This is an optimization exercise on Yosys and OpenROAD, whose aim is small area, not a production implementation.
In this exercise RTL edits were held to simulation tests only and were not proved equivalent to the original.

==> design/flow/design.v <==
module game(clk, movement, row, col, state, start, reset, matrix, head_row, head_col, fout, ones, tens);
    input clk;
    input start, reset;
    input [3:0] movement;
    output reg [7:0] row;
    output reg [7:0] col;
    output reg [2:0] head_row, head_col;
    output reg [63:0] matrix;
    output [2:0] state;
    output reg fout;
    output reg [7:0] ones, tens;
    localparam [63:0] HAPPY = 64'h0018244200666600;
    localparam [63:0] SAD   = 64'h0042241800666600;
    localparam [63:0] FIRST = 64'h000000000E000000;  
    reg run, over;               
    reg [7:0] cnt;
    reg [5:0] score;
    reg dv, dax, dsg;            
    reg [2:0] ai;                
    reg [1:0] q [0:30];          
    reg [2:0] er, ec;            
    reg [2:0] pr, pc;            
    reg [4:0] rem;               
    reg [2:0] wc;                
    reg cov;                     
    reg stp, grw, wrp, sta;      
    integer i;
    assign state = {over, run, ~run & ~over};
    wire tick = (cnt == 8'd1) & ~fout;
    reg [2:0] ar, ac;
    always @(*) begin
        case (ai)
            3'd0: begin ar = 3'd0; ac = 3'd4; end
            3'd1: begin ar = 3'd4; ac = 3'd1; end
            3'd2: begin ar = 3'd1; ac = 3'd5; end
            3'd3: begin ar = 3'd5; ac = 3'd2; end
            3'd4: begin ar = 3'd2; ac = 3'd6; end
            3'd5: begin ar = 3'd6; ac = 3'd3; end
            3'd6: begin ar = 3'd3; ac = 3'd0; end
            default: begin ar = 3'd3; ac = 3'd6; end
        endcase
    end
    function [63:0] acell(input [2:0] a);
        begin
            acell = 64'd0;
            case (a)
                3'd0: acell[8*0+4] = 1'b1;
                3'd1: acell[8*4+1] = 1'b1;
                3'd2: acell[8*1+5] = 1'b1;
                3'd3: acell[8*5+2] = 1'b1;
                3'd4: acell[8*2+6] = 1'b1;
                3'd5: acell[8*6+3] = 1'b1;
                3'd6: acell[8*3+0] = 1'b1;
                default: acell[8*3+6] = 1'b1;
            endcase
        end
    endfunction
    wire [63:0] ap = acell(ai);
    wire [63:0] apprev = acell(ai == 3'd0 ? 3'd6 : ai - 3'd1);
    wire eat = run & (head_row == ar) & (head_col == ac);
    wire grow = eat & (score < 6'd30);
    wire wrap = eat & (score == 6'd63);
    reg can;
    always @(*) begin
        if (!dax) can = dsg ? (head_row != 3'd7) : (head_row != 3'd0);
        else      can = dsg ? (head_col != 3'd7) : (head_col != 3'd0);
    end
    wire step = run & tick & dv & can;
    wire begin_game = ~run & tick & start;
    reg [2:0] wr [0:6];
    reg [2:0] wcl [0:6];
    reg [1:0] lk;
    reg hit;
    integer k;
    always @(*) begin
        wr[0] = pr; wcl[0] = pc;
        hit = 1'b0;
        for (k = 0; k < 6; k = k + 1) begin
            lk = (6*wc + k < 31) ? q[6*wc + k] : 2'd0;
            wr[k+1] = wr[k]; wcl[k+1] = wcl[k];
            if (k < rem) begin
                if (!lk[1]) wr[k+1] = lk[0] ? wr[k] - 3'd1 : wr[k] + 3'd1;
                else        wcl[k+1] = lk[0] ? wcl[k] - 3'd1 : wcl[k] + 3'd1;
            end
            if (wr[k] == er && wcl[k] == ec) hit = 1'b1;
        end
    end
    function [63:0] onecell(input [2:0] r, input [2:0] c);
        begin
            onecell = 64'd0;
            onecell[{r, c}] = 1'b1;
        end
    endfunction
    wire [63:0] da = wrp ? onecell(wr[1], wcl[1]) : onecell(head_row, head_col);
    wire [63:0] db = wrp ? onecell(wr[2], wcl[2]) : onecell(er, ec);
    wire [5:0] snext = eat ? score + 6'd1 : score;
    wire [4:0] nlinks = ((snext > 6'd30) ? 5'd30 : snext[4:0]) + 5'd1 + {4'd0, wrap};
    wire mone = (movement == 4'd1) | (movement == 4'd2) | (movement == 4'd4) | (movement == 4'd8);
    wire max = movement[2] | movement[3];
    wire msg = movement[1] | movement[3];
    wire rev = dv & mone & (max == dax) & (msg != dsg);
    always @(posedge clk) begin
        if (reset) begin
            run <= 1'b0; over <= 1'b0;
            cnt <= 8'd128; fout <= 1'b0;
            score <= 6'd0; dv <= 1'b0; ai <= 3'd7;
            head_row <= 3'd3; head_col <= 3'd3;
            matrix <= HAPPY;
            row <= 8'd1; col <= 8'd0;
            stp <= 1'b0; grw <= 1'b0; wrp <= 1'b0; sta <= 1'b0;
        end else begin
            if (cnt == 8'd1) begin
                fout <= ~fout;
                cnt <= 8'd128 - {score, 2'b00} - {2'b00, score};
            end else
                cnt <= cnt - 8'd1;
            row <= {row[0], row[7:1]};
            col <= ({8{row[0]}} & matrix[7:0]) | ({8{row[1]}} & matrix[15:8]) |
                   ({8{row[2]}} & matrix[23:16]) | ({8{row[3]}} & matrix[31:24]) |
                   ({8{row[4]}} & matrix[39:32]) | ({8{row[5]}} & matrix[47:40]) |
                   ({8{row[6]}} & matrix[55:48]) | ({8{row[7]}} & matrix[63:56]);
            stp <= step; grw <= grow; wrp <= wrap; sta <= begin_game;
            if (!run)
                matrix <= over ? SAD : HAPPY;
            else if (sta)
                matrix <= FIRST | ap;
            else if (wrp)
                matrix <= ap | apprev | da | db;
            else
                matrix <= (matrix & ~(db & {64{stp & ~cov}})) | (da & {64{stp}}) |
                          (db & {64{grw}}) | ap;
            if (run) begin
                if (movement != 4'd0 && !rev) begin
                    dv <= mone; dax <= max; dsg <= msg;
                end
                if (eat) begin
                    score <= score + 6'd1;
                    ai <= (ai == 3'd7) ? 3'd3 : (ai == 3'd6) ? 3'd0 : ai + 3'd1;
                end
                if (tick && dv) begin
                    if (can) begin
                        if (!dax) head_row <= dsg ? head_row + 3'd1 : head_row - 3'd1;
                        else      head_col <= dsg ? head_col + 3'd1 : head_col - 3'd1;
                    end else begin
                        run <= 1'b0; over <= 1'b1;
                    end
                end
            end else begin
                if (over) begin score <= 6'd0; dv <= 1'b0; end
                if (tick && start) begin
                    run <= 1'b1; over <= 1'b0;
                    head_row <= 3'd3; head_col <= 3'd3;
                end
            end
        end
    end
    always @(posedge clk) begin
        if (step) begin
            q[0] <= {dax, dsg};
            for (i = 1; i < 31; i = i + 1) q[i] <= q[i-1];
        end else if (begin_game) begin
            q[0] <= 2'b11; q[1] <= 2'b11;    
        end
        if (begin_game) begin
            er <= 3'd3; ec <= 3'd1;
        end else if (wrp) begin
            er <= wr[2]; ec <= wcl[2];
        end else if (stp && !grow) begin
            er <= pr; ec <= pc;
        end
        if (stp || sta || wrp) begin
            pr <= head_row; pc <= head_col;
            rem <= wrp ? 5'd1 : nlinks;
            wc <= 3'd0;
        end else if (rem != 5'd0) begin
            pr <= wr[6]; pc <= wcl[6];
            rem <= (rem > 5'd6) ? rem - 5'd6 : 5'd0;
            wc <= wc + 3'd1;
            cov <= (wc == 3'd0 ? 1'b0 : cov) | hit;
        end
    end
    function [7:0] seg(input [3:0] d);
        case (d)
            4'd0: seg = 8'hC0; 4'd1: seg = 8'hF9; 4'd2: seg = 8'hA4; 4'd3: seg = 8'hB0;
            4'd4: seg = 8'h99; 4'd5: seg = 8'h92; 4'd6: seg = 8'h82; 4'd7: seg = 8'hF8;
            4'd8: seg = 8'h80; 4'd9: seg = 8'h90; default: seg = 8'hFF;
        endcase
    endfunction
    always @(*) begin
        ones = seg(score % 10);
        tens = seg(score / 10);
    end
endmodule
==> design/flow/run.sh <==
#!/bin/bash
# synth_recipe.tcl (not shown) runs the flow's synth.tcl, then flattens the netlist and writes it again
# the make line also repeats each setting of config.mk as NAME=value (left out here)
make -C /OpenROAD-flow-scripts/flow DESIGN_CONFIG=/design/flow/config.mk WORK_HOME=/design/flow/orfs CLKGATE_MAP_FILE= SYNTH_SCRIPT=/design/flow/synth_recipe.tcl finish
==> design/flow/config.mk <==
export PLATFORM = sky130hd
export DESIGN_NAME = game
export DESIGN_NICKNAME = game
export VERILOG_FILES = /design/flow/design.v
export SDC_FILE = /design/flow/constraint.sdc
export NUM_CORES = 8
export LEC_CHECK = 0
export CAP_MARGIN = 20
export CORE_MARGIN = 2
export CORE_UTILIZATION = 25
export SLEW_MARGIN = 20
==> design/flow/constraint.sdc <==
create_clock -name core_clock -period 10.0 [get_ports {clk}]
set_input_delay 2.0000 -clock core_clock [delete_from_list [all_inputs] [get_ports {clk}]]
set_output_delay 2.0000 -clock core_clock [all_outputs]
set_load 0.01 [all_outputs]
==> results of run 1 <==
[path summary, 6_finish.rpt]
kind	start	endpoint	slack, ns	depth (start not counted)
min reg2reg	matrix[8]$_SDFF_PP0_	matrix[8]$_SDFF_PP0_	0.48	2
min	matrix[8]$_SDFF_PP0_	matrix[8]$_SDFF_PP0_	0.48	2
max	wc[1]$_SDFFE_PN0P_	pc[2]$_DFFE_PP_	1.13	22
max reg2reg	wc[1]$_SDFFE_PN0P_	pc[2]$_DFFE_PP_	1.13	22
[logic make-up (layout without fill, tap and decap cells)]
family / count (synthesis) / count (layout) / share of synthesized area
and+or+nand+nor: 604 / 604 / 0.1870
AOI/OAI and AO/OA: 579 / 579 / 0.2681
buffers and inverters: 204 / 230 / 0.05252
DFF: 196 / 196 / 0.3025
xor gates and xnor gates: 133 / 133 / 0.07853
adders and majority gates: 72 / 72 / 0.06528
muxes: 63 / 63 / 0.04581
other: 1 / 2 / 0.0002422
[sequential cells by signal (all words and copies together), names as in the netlist, 3 cells and up]
| register | flops |
|---|---|
| ai | 3 |
| cnt | 8 |
| col | 8 |
| ec | 3 |
| er | 3 |
| head_col | 3 |
| head_row | 3 |
| matrix | 64 |
| pc | 3 |
| pr | 3 |
| q | 62 |
| rem | 5 |
| row | 8 |
| score | 6 |
| wc | 3 |
[metal layers]
metal / wire (um) / GRT usage / vias to the layer above
met4: 2153 / 0.07574 / 0
met2: 25280 / 0.2695 / 838
met3: 5085 / 0.03444 / 151
met1: 23670 / 0.2276 / 7370
met5: 0 / 0 / -
li1: - / - / 6967
[worst max-delay path: stages, from the launching register on]
cell	delay [ns]
dfxtp_1	0.40
ha_1	0.28
fa_1	1.06
buf_4	0.42
mux2_2	0.38
a22oi_1	0.19
o2bb2ai_1	0.44
a21oi_1	0.39
a32oi_1	0.52
fa_1	0.55
mux2i_1	0.49
fa_1	0.49
mux2_2	0.32
fa_1	0.46
mux2_2	0.32
fa_1	0.45
mux2_2	0.31
fa_1	0.41
xnor2_1	0.16
nand2_1	0.08
xnor2_1	0.22
xnor2_1	0.14
o21ai_0	0.10
[layout by cell type (no fill, tap or decap), drive strengths merged, types with 15 or more instances in the layout]
cell type      count
nor3              47
xnor2             92
a22oi             71
xor2              39
clkdlybuf4s50    109
a31oi             34
a32oi             21
and2              22
a221oi            54
nand3             73
mux2i             27
inv               67
nand2            189
nand2b            17
buf               32
a211oi            26
ha                56
and3              26
nor2             138
nor2b             27
mux2              33
o21ai             83
a21oi            106
o32ai             19
dfxtp            120
fa                15
clkbuf            19
o211ai            16
edfxtp            76
[layout make-up]
cell class | count | area, um^2 | area share
repair buffers | 141 | 1329 | 0.07447
inverters | 58 | 217.7 | 0.01220
well taps | 790 | 988.4 | 0.05540
flip-flops and latches | 196 | 4686 | 0.2626
multi-input cells | 1453 | 10030 | 0.5621
clock buffers | 19 | 464.2 | 0.02602
clock inverters | 12 | 128.9 | 0.007223
==> metrics.csv, run 1 <==
stage;metric;value;unit
routing;wire_per_inst;21.05;um
timing;fmax;112.7;MHz
critical_path;arrival;9.08;ns
place;dp_hpwl;41090;um
clock_network;cts-resized-gates;0;
clock_network;cts_tree;yes;
synth;synth.largest_area_cell;dfxtp_1;
synth;ys_seq_area_frac;0.3025;
cells_and_area;areaGrowthSynthToFinish;15.21;%
critical_path;startpoint_type;flop;
place;pre_cts_ws;1.261;ns
clock_network;cts_root_buf;clkbuf_16;
place;placed_cell_area;0.01724;mm^2
routing;drc;0;
cells_and_area;utilization;0.2902;
synth;synth_edf_count;76;
place;numPortBuffers;110;
global_route;grt_pass1_vias;14390;
global_route;grt_max_degree;71;
synth;synth_most_common_cell;nand2_1;
status;status;no timing/DRC/antenna violations;
cells_and_area;final_cells;2669;
floorplanning;fp.coreArea;0.06148;mm^2
routing;vias;15330;
global_route;grt-ovfl-total;0;
clock_network;clock_latency;0.49;ns
synth;synth_seq_cells;196;
timing;drv_slew;0;
floorplanning;io_pins;113;
floorplanning;fp.dieH;252.9;um
cells_and_area;finalNetCount;1945;
routing;antenna_left;0;
timing;finalHoldViolations;0;
cells_and_area;nFillCells;6514;
timing;final.setup.tns;0;ns
synth;yosys-top-cells-area;dfxtp_1, edfxtp_1, xnor2_1, nand2_1, ha_1;
routing;via_per_inst;5.742;
critical_path;cp_max_fo;27;
synth;synth_common_cells;nand2_1, nor2_1, dfxtp_1, clkbuf_1, a21oi_1;
global_route;antenna_found_initial;0;
cells_and_area;diodes;0;
job;drv_cap;0;
routing;drt_wl_total;56190;um
cells_and_area;drive_gt1_frac;0.07717;
timing;finalWorstSetupSlack;1.126;ns
critical_path;end_kind;flop;
timing;holdWs;0.4812;ns
floorplanning;initial_core_util;0.2519;
global_route;track_usage;0.1717;
timing;skew;0.02126;ns
clock_network;cts_setup_buffers;0;
routing;dr.pass1.iters;9;
clock_network;cts_num_sinks;196;
timing;setup_viol;0;
synth;synth_flop_cell;dfxtp_1;
synth;yosysWarningCount;4;
place;place_inst;2638;
timing;rsz0062_at_grt;false;
cells_and_area;final_cell_area;0.01784;mm^2
routing;drt_iter0_markers;1730;
clock_network;path_clk_slew;0.08;ns
synth;async_flop_share;0;
place;gp_congestion;0.9713;
clock_network;postCtsHoldBufs;0;
synth;mappedNetlistArea;0.01549;mm^2
timing;min_period_over_period;0.8874;
synth;avgSynthCellArea;8.362;um^2
hold_path;hp-class;flop to flop;
clock_network;cts_buffer_depth;2;
synth;synthCells;1852;
timing;maxSlewHeadroom;0.2967;
synth;synth_cell_type_count;91;
global_route;grt_pass1_wl;86660;um
floorplanning;row_count;91;
clock_network;numCtsBuffers;17;
synth;yosysTopAreaCellShare;0.1551;
critical_path;critPathRequiredTime;10.21;ns
timing;period_needed;8.874;ns
clock_network;htree_levels;4;
critical_path;crit_type;flop to flop;
timing;worstMarginPinSlew;1.049;ns
floorplanning;die-area;0.06395;mm^2
floorplanning;fp.dieW;252.9;um
==> inputs of run 2 (changes only) <==
--- a/design/flow/design.v
+++ b/design/flow/design.v
@@ -67,20 +67,26 @@
     end
     wire step = run & tick & dv & can;
     wire begin_game = ~run & tick & start;
+    function [2:0] pm1(input [2:0] v, input m);    
+        pm1 = {v[2] ^ ((v[0] ^ m) & (v[1] ^ m)), v[1] ^ (v[0] ^ m), ~v[0]};
+    endfunction
+    wire [5:0] wsel = {wc == 3'd5, wc == 3'd4, wc == 3'd3, wc == 3'd2, wc == 3'd1, wc == 3'd0};
     reg [2:0] wr [0:6];
     reg [2:0] wcl [0:6];
     reg [1:0] lk;
     reg hit;
-    integer k;
+    integer k, c;
     always @(*) begin
         wr[0] = pr; wcl[0] = pc;
         hit = 1'b0;
         for (k = 0; k < 6; k = k + 1) begin
-            lk = (6*wc + k < 31) ? q[6*wc + k] : 2'd0;
+            lk = 2'd0;
+            for (c = 0; c < 6; c = c + 1)
+                if (6*c + k < 31) lk = lk | ({2{wsel[c]}} & q[6*c + k]);
             wr[k+1] = wr[k]; wcl[k+1] = wcl[k];
-            if (k < rem) begin
-                if (!lk[1]) wr[k+1] = lk[0] ? wr[k] - 3'd1 : wr[k] + 3'd1;
-                else        wcl[k+1] = lk[0] ? wcl[k] - 3'd1 : wcl[k] + 3'd1;
+            if (rem > k) begin
+                if (!lk[1]) wr[k+1] = pm1(wr[k], lk[0]);
+                else        wcl[k+1] = pm1(wcl[k], lk[0]);
             end
             if (wr[k] == er && wcl[k] == ec) hit = 1'b1;
         end
@@ -91,8 +97,22 @@
             onecell[{r, c}] = 1'b1;
         end
     endfunction
-    wire [63:0] da = wrp ? onecell(wr[1], wcl[1]) : onecell(head_row, head_col);
-    wire [63:0] db = wrp ? onecell(wr[2], wcl[2]) : onecell(er, ec);
+    wire [2:0] ra = wrp ? wr[1] : head_row;
+    wire [2:0] ca = wrp ? wcl[1] : head_col;
+    wire [2:0] rb = wrp ? wr[2] : er;
+    wire [2:0] cb = wrp ? wcl[2] : ec;
+    wire [7:0] rowa = (8'd1 << ra) & {8{stp | wrp}};
+    wire [7:0] cola = 8'd1 << ca;
+    wire [7:0] rowbs = (8'd1 << rb) & {8{grw | wrp}};
+    wire [7:0] rowbc = (8'd1 << rb) & {8{stp & ~cov}};
+    wire [7:0] colb = 8'd1 << cb;
+    wire hold = ~(sta | wrp);
+    reg [63:0] mnext;
+    always @(*) begin
+        for (k = 0; k < 64; k = k + 1)
+            mnext[k] = (matrix[k] & hold & ~(rowbc[k/8] & colb[k%8])) | (rowbs[k/8] & colb[k%8]) |
+                       (rowa[k/8] & cola[k%8]);
+    end
     wire [5:0] snext = eat ? score + 6'd1 : score;
     wire [4:0] nlinks = ((snext > 6'd30) ? 5'd30 : snext[4:0]) + 5'd1 + {4'd0, wrap};
     wire mone = (movement == 4'd1) | (movement == 4'd2) | (movement == 4'd4) | (movement == 4'd8);
@@ -122,13 +142,8 @@
             stp <= step; grw <= grow; wrp <= wrap; sta <= begin_game;
             if (!run)
                 matrix <= over ? SAD : HAPPY;
-            else if (sta)
-                matrix <= FIRST | ap;
-            else if (wrp)
-                matrix <= ap | apprev | da | db;
             else
-                matrix <= (matrix & ~(db & {64{stp & ~cov}})) | (da & {64{stp}}) |
-                          (db & {64{grw}}) | ap;
+                matrix <= mnext | ap | (apprev & {64{wrp}}) | (FIRST & {64{sta}});
             if (run) begin
                 if (movement != 4'd0 && !rev) begin
                     dv <= mone; dax <= max; dsg <= msg;
==> run 2 against run 1 <==
Worst hold slack got worse by 0.033 ns; register-to-register slack better by 3.6 ns; clock skew is 0.0023 ns lower; wire length down 25%; maximum frequency is 29% higher; core utilization up 0.85 points; die area decreased by 17%; critical path type is now flop to output pin; critical endpoint is now ones[5]; highest routed layer unchanged.
==> metrics.csv, run 2 <==
stage;metric;value;unit;change
routing;vias;11720;;-24%
critical_path;end_kind;output pin;;
critical_path;r2r-end;rem[2]$_DFFE_PP_;;
status;status;no timing/DRC/antenna violations;;
clock_network;clock_latency;0.47;ns;-0.02 ns
timing;finalWorstSetupSlack;3.122;ns;+1.996 ns
critical_path;cp_max_fo;10;;-63%
cells_and_area;nFillCells;5258;;-19%
synth;synthCells;1430;;-23%
routing;maxUsedRoutingLayer;met4;;
clock_network;cts-resized-gates;0;;unchanged
synth;synth_seq_cells;196;;unchanged
timing;fmax;145.4;MHz;+29%
synth;avgSynthCellArea;8.932;um^2;+6.8%
timing;rsz0062_at_grt;false;;
critical_path;critPathCapture;ones[5];;
timing;finalHoldViolations;0;;unchanged
cells_and_area;layout_commonest_cell;dfxtp_1;;
synth;synth.largest_area_cell;dfxtp_1;;
routing;wl_met2;19470;um;-23%
critical_path;max_stage_delay;0.55;ns;-0.51 ns
clock_network;htree_levels;4;;unchanged
synth;mappedNetlistArea;0.01277;mm^2;-18%
floorplanning;initial_core_util;0.2541;;+0.002185
place;dp_hpwl;30530;um;-26%
cells_and_area;drive_gt1_frac;0.06330;;-0.01387
critical_path;crit_type;flop to output pin;;
routing;drt_wl_total;42070;um;-25%
global_route;grt_pass1_wl;64830;um;-25%
critical_path;cp_slowest_cell;clkdlybuf4s50_1;;
synth;async_flop_share;0;;unchanged
synth;yosys-top-cells-area;dfxtp_1, edfxtp_1, a22oi_1, ha_1, o211ai_1;;
cells_and_area;diodes;0;;unchanged
critical_path;arrival;4.88;ns;-4.20 ns
critical_path;critPathRequiredTime;8.00;ns;-2.21 ns
synth;yosysWarningCount;4;;unchanged
cells_and_area;areaGrowthSynthToFinish;17.57;%;
synth;synth_common_cells;dfxtp_1, a21oi_1, nand2_1, nor2_1, a22oi_1;;
global_route;track_usage;0.1552;;-0.01655
routing;antenna_left;0;;unchanged
routing;drc;0;;unchanged
critical_path;cp_num_buf_inv;4;;+3
routing;dr_wl_met3;3138;um;-38%
place;pre_cts_ws;3.628;ns;+2.367 ns
timing;worstMarginPinSlew;1.022;ns;-0.02684 ns
cells_and_area;largest_reg_flops;64;;unchanged
clock_network;numCtsBuffers;17;;unchanged
cells_and_area;final_cell_mix;dfxtp_1, nand2_1, a21oi_1, clkdlybuf4s50_1, nor2_1;;
hold_path;hp-class;flop to flop;;
job;drv_cap;0;;unchanged
synth;ys_seq_area_frac;0.3668;;+0.06427
routing;wire_per_inst;19.51;um;-7.3%
floorplanning;fp.dieW;230.0;um;-9.0%
floorplanning;fp.coreArea;0.05027;mm^2;-18%
timing;skew;0.01893;ns;-0.002337 ns
critical_path;crit_chain;inv_1 -> ha_1 -> or2_2 -> o221ai_1 -> nand2_1 -> nand2_1 -> inv_1 -> o22ai_1 -> o21ai_0 -> nand2_1 -> nand3_1 -> xnor2_1 -> inv_1 -> ha_1 -> mux2_2 -> a21oi_1 -> clkdlybuf4s50_1;;
timing;setup_viol;0;;unchanged
timing;period_needed;6.878;ns;-1.996 ns
global_route;grt-ovfl-total;0;;unchanged
routing;drt_iter0_markers;1243;;-28%
timing;maxSlewHeadroom;0.3159;;+0.01919
synth;synth_edf_count;76;;unchanged
clock_network;postCtsHoldBufs;0;;unchanged
critical_path;startpoint_type;flop;;
floorplanning;io_pins;113;;unchanged
synth;synth_most_common_cell;dfxtp_1;;
global_route;grt_max_degree;65;;-8.5%
critical_path;startpoint;score[4]$_SDFFE_PP0N_;;
clock_network;cts_buffer_depth;2;;unchanged
clock_network;cts_num_sinks;196;;unchanged
global_route;antenna_found_initial;0;;unchanged
critical_path;rrSetupSlack;4.68;ns;+3.55 ns
place;gp_congestion;0.8828;;-9.1%
place;numPortBuffers;110;;unchanged
synth;synth_flop_cell;dfxtp_1;;
global_route;grt_pass1_vias;11120;;-23%
floorplanning;row_count;82;;-9.9%
timing;min_period_over_period;0.6878;;-0.1996
critical_path;crit_cells;17;;-23%
clock_network;path_clk_slew;0.07;ns;about the same
cells_and_area;regMostFlops;matrix;;
cells_and_area;reg.largest.list;matrix x64, q x62;;
critical_path;crit_family;buffers and inverters;;
clock_network;cts_setup_buffers;0;;unchanged
hold_path;holdCritStartpoint;q[21][0]$_DFFE_PP_;;
clock_network;cts_root_buf;clkbuf_16;;
floorplanning;fp.dieH;230.0;um;-9.0%
critical_path;rr_worst_depth;16;;-27%
routing;dr.pass1.iters;6;;-3
clock_network;cts_tree;yes;;
routing;via_per_inst;5.432;;-5.4%
timing;drv_slew;0;;unchanged
synth;synth_cell_type_count;88;;-3.3%
critical_path;timing.rr.start;ai[0]$_SDFFE_PP1P_;;
timing;final.setup.tns;0;ns;unchanged
cells_and_area;finalNetCount;1528;;-21%
floorplanning;die-area;0.05291;mm^2;-17%
routing;wl_met1;18490;um;-22%
synth;yosysTopAreaCellShare;0.1881;;+0.03296
## run 2: cell types whose count changed in the layout (fill, tap and decap cells not counted), moves of 19 or more
| cell | change |
|---|---|
| nand2_1 | -77 |
| o211ai_1 | +62 |
| nand3_1 | -44 |
| a221oi_1 | -34 |
| xnor2_1 | -33 |
| o21ai_0 | -32 |
| nor2_1 | -30 |
| inv_1 | -26 |
| a31oi_1 | -23 |
| mux2_2 | -22 |
| buf_4 | -21 |
| o32ai_1 | -19 |
## run 2: area by class of cell
cell class / instances / area (um^2) / area share
clock buffer: 19 / 432.9 / 0.02883
clock inverter: 13 / 146.4 / 0.009749
inverter: 32 / 120.1 / 0.007999
multi-input combinational: 1104 / 7600 / 0.5061
sequential: 196 / 4684 / 0.3120
tap: 672 / 840.8 / 0.05600
timing repair buffer: 121 / 1191 / 0.07933
## run 2: per-stage QoR
step           utilization  area, um^2  hold slack [ns]  instances
2_1_floorplan            -       12780           0.4187       1431
3_3_place_gp        0.2865       14400           0.4259       2124
3_5_place_dp        0.2869       14420           0.4340       2125
4_1_cts             0.2984       15000           0.4510       2157
5_1_grt             0.2987       15020           0.4586       2157
6_report            0.2987       15020           0.4487       2157
## run 2: how the worst min path moves through the flow
| stage | depth (start not counted) | to | slack, ns |
|---|---|---|---|
| finish | 0 | q[22][0]$_DFFE_PP_ | 0.45 |
| global route | 0 | q[22][0]$_DFFE_PP_ | 0.46 |
| CTS | 0 | q[22][0]$_DFFE_PP_ | 0.45 |
| detailed placement | 0 | q[22][0]$_DFFE_PP_ | 0.43 |
| global placement | 0 | q[25][0]$_DFFE_PP_ | 0.43 |
| floorplan | 0 | q[7][0]$_DFFE_PP_ | 0.42 |
## run 2: worst register-to-register path, cell delays in order, from the launching register on
cell       delay [ns]
dfxtp_1          0.54
inv_1            0.24
ha_1             0.35
or3_1            0.34
a2111oi_0        0.43
nor4b_1          0.13
or4_1            0.75
nor2_1           0.23
nand3_1          0.15
xnor2_1          0.58
nand3_1          0.15
nand3_1          0.12
ha_1             0.18
inv_1            0.05
ha_1             0.20
or3_1            0.38
a32o_1           0.25
## run 2: cell families (layout without fill, tap and decap cells)
logic type	count (synthesis)	after routing	share of synthesized area
AOI/OAI and AO/OA	497	497	0.2722
xor gates and xnor gates	90	90	0.07171
adders and majority gates	49	49	0.04918
buffers and inverters	131	185	0.04075
DFF	196	196	0.3668
muxes	36	36	0.03105
other	1	2	0.0002936
and+or+nand+nor	430	430	0.1680
## run 2: metal layers
| metal | GRT usage | vias up |
|---|---|---|
| met5 | 0 | - |
| met4 | 0.04899 | 0 |
| met3 | 0.04092 | 74 |
| met2 | 0.2462 | 442 |
| met1 | 0.2050 | 5702 |
| li1 | - | 5499 |

[afterwards: timing with drivers on the ports]
In the flow no input, the clock included, has a driving cell. The finished layouts below were timed again as built, in two steps. Step 1: set_driving_cell puts a clkbuf_16 on clk and a buf_2 on each other input, an assumption about the parent block. Step 2 times the ports against the registers' clock, not the clock port: input delays grow and output delays shrink by t, the midpoint of the rising clock arrivals with the driver on. Three values: ideal, step 1, step 2; two values: the first two.
| run | t, ns | setup WS [ns] | latest minus earliest clock arrival (ns) |
|---|---|---|---|
| run 1 | 0.532 | 1.126 / 1.126 / 1.126 | 0.021 / 0.021 |
| run 2 | 0.512 | 3.122 / 3.071 / 3.584 | 0.019 / 0.019 |
After both steps every run listed still meets setup and hold.
